Background: an optimization exercise with open tools, aiming at small area. Do not read the settings as production practice. Only simulation tests tie the RTL to the original design; equivalence was not proved. Power is estimated from default activity; no workload was simulated.

==> flow/design.v (excerpt) <==
module Convolution3x3 (
    input clk,               
    input rst_n,             
    input [71:0] input_patch,  
    input [71:0] kernel,       
    input [7:0] bias,        
    output reg [9:0] output_pixel   
);
Size: ~680 cells after synthesis, ~160 I/O pins.
export LEC_CHECK = 0
export CAP_MARGIN = 20
export CORE_MARGIN = 2
export CORE_UTILIZATION = 40
export CTS_BUF_LIST = sky130_fd_sc_hd__clkbuf_2
export SLEW_MARGIN = 20
export SYNTH_HIERARCHICAL = 1
export SYNTH_MINIMUM_KEEP_SIZE = 0
create_clock -name core_clock -period 10.0 [get_ports {clk}]
standard.sh (not shown) runs the stock make flow with config.mk's settings and CLKGATE_MAP_FILE= SYNTH_SCRIPT=/design/flow/synth_recipe.tcl, a recipe that flattens the netlist after the stock synthesis.
==> flow/flow/run.sh <==
#!/bin/bash
set -euo pipefail
bash standard.sh "BUFFER_PORTS_ARGS=-buffer_cell sky130_fd_sc_hd__buf_1" "CTS_ARGS=-buf_list sky130_fd_sc_hd__clkbuf_4 -repair_clock_nets" finish > standard_sh.log 2>&1
==> next run, changes <==
==> flow/run.sh (new file) <==
#!/bin/bash
# synth_recipe.tcl (not shown) runs the flow's synth.tcl, then flattens the netlist and writes it again
# the make line also repeats each setting of config.mk as NAME=value (left out here)
make -C /OpenROAD-flow-scripts/flow DESIGN_CONFIG=/design/flow/config.mk WORK_HOME=/design/flow/orfs CLKGATE_MAP_FILE= SYNTH_SCRIPT=/design/flow/synth_recipe.tcl finish
removed: flow/flow/run.sh
removed: flow/standard.sh
- The new run finished with timing, DRC and antenna clean
- setup slack is worse by 0.28 ns
- critical path depth stays the same
- synthesized cell count does not change
- wire length goes up by about 16%
- die area does not change
==> next run, changes <==
==> flow/flow/run.sh (new file) <==
#!/bin/bash
# Standard ORFS layout (the standard.sh, standard synthesis unchanged), with every
# input and output port buffered by the smallest buffer, sky130_fd_sc_hd__buf_1.
set -euo pipefail
bash standard.sh "BUFFER_PORTS_ARGS=-buffer_cell sky130_fd_sc_hd__buf_1" finish > standard_sh.log 2>&1
==> flow/standard.sh (new file) <==
#!/bin/bash
# synth_recipe.tcl (not shown) runs the flow's synth.tcl, then flattens the netlist and writes it again
# the make line also repeats each setting of config.mk as NAME=value (left out here)
make -C /OpenROAD-flow-scripts/flow DESIGN_CONFIG=/design/flow/config.mk WORK_HOME=/design/flow/orfs CLKGATE_MAP_FILE= SYNTH_SCRIPT=/design/flow/synth_recipe.tcl "${@:-finish}"
--- a/flow/config.mk
+++ b/flow/config.mk
@@ -9,5 +9,5 @@
 export CORE_MARGIN = 2
 export CORE_UTILIZATION = 40
-export CTS_BUF_LIST = sky130_fd_sc_hd__clkbuf_2
+export CTS_BUF_LIST = sky130_fd_sc_hd__clkbuf_8
 export SLEW_MARGIN = 20
 export SYNTH_HIERARCHICAL = 1
removed: flow/run.sh
Setup slack gets better by 0.27 ns; via count is lower by 0.72%; synthesized area stays the same; clock-buffer cell count does not change; synthesized cell count does not change; critical path depth stays the same.
==> next run, changes <==
--- a/flow/config.mk
+++ b/flow/config.mk
@@ -9,5 +9,5 @@
 export CORE_MARGIN = 2
 export CORE_UTILIZATION = 40
-export CTS_BUF_LIST = sky130_fd_sc_hd__clkbuf_8
+export CTS_BUF_LIST = sky130_fd_sc_hd__clkbuf_2
 export SLEW_MARGIN = 20
 export SYNTH_HIERARCHICAL = 1
Result: Critical path depth does not change. Global-route usage barely changes. Sequential share of layout area is about the same. Via count hardly moves. Design area went down by 0.35%.
==> next run, changes <==
==> flow/flow/run.sh (replaced) <==
#!/bin/bash
set -euo pipefail
bash standard.sh "BUFFER_PORTS_ARGS=-buffer_cell sky130_fd_sc_hd__buf_1" "CTS_ARGS=-sink_clustering_enable -sink_clustering_size 50 -sink_clustering_max_diameter 500 -buf_list sky130_fd_sc_hd__clkbuf_4 -repair_clock_nets" finish > standard_sh.log 2>&1
After rerunning: Cell area is about the same. Via count stays the same. Core utilization stays flat. Non-clock buffer count does not change. Worst hold slack loses 0.017 ns. Die area is unchanged. Cell count stays the same.
==> next run, changes <==
==> flow/flow/run.sh (replaced) <==
#!/bin/bash
# Standard ORFS layout (the standard.sh, standard synthesis unchanged), with every
# input and output port buffered by the smallest buffer, sky130_fd_sc_hd__buf_1.
set -euo pipefail
bash standard.sh "BUFFER_PORTS_ARGS=-buffer_cell sky130_fd_sc_hd__buf_1" finish > standard_sh.log 2>&1
--- a/flow/config.mk
+++ b/flow/config.mk
@@ -9,5 +9,5 @@
 export CORE_MARGIN = 2
 export CORE_UTILIZATION = 40
-export CTS_BUF_LIST = sky130_fd_sc_hd__clkbuf_2
+export CTS_BUF_LIST = sky130_fd_sc_hd__clkbuf_4
 export SLEW_MARGIN = 20
 export SYNTH_HIERARCHICAL = 1
After rerunning: The changed run completed without violations; setup slack does not change; total power is unchanged; core utilization does not change.

static timing again, ports no longer ideal:
Ports are ideal in the flow. The routed layouts listed here were re-timed in OpenROAD.
Step 1 sets driving cells, clkbuf_16 on the clock port and buf_2 on the other inputs (assumed; they add their load-dependent delay and slew).
Step 2, shift: input delay + t, output delay - t, t = (earliest + latest rising clock arrival at the registers) / 2. This alone moves slack from input paths to output paths.
Slacks: ideal / step 1 / step 2; pairs: ideal / step 1.
run	t, ns	slack for setup (ns)	hold slack, ns	clock arrival spread, ns	cell pins on the clock port's net
the first run	0.262	3.193 / 3.187 / 2.926	2.092 / 2.100 / 2.361	0.001 / 0.001	1
the second run	0.241	2.913 / 2.905 / 2.664	2.483 / 2.489 / 2.730	0.003 / 0.002	1
the third run	0.247	3.182 / 3.179 / 2.931	2.107 / 2.112 / 2.359	0.005 / 0.005	1
the fourth run	0.238	3.178 / 3.172 / 2.934	2.109 / 2.117 / 2.355	0.004 / 0.004	1
the fifth run	0.262	3.193 / 3.187 / 2.926	2.092 / 2.100 / 2.361	0.001 / 0.001	1
the sixth run	0.262	3.193 / 3.187 / 2.926	2.092 / 2.100 / 2.361	0.001 / 0.001	1
After both steps every run listed still meets setup and hold.
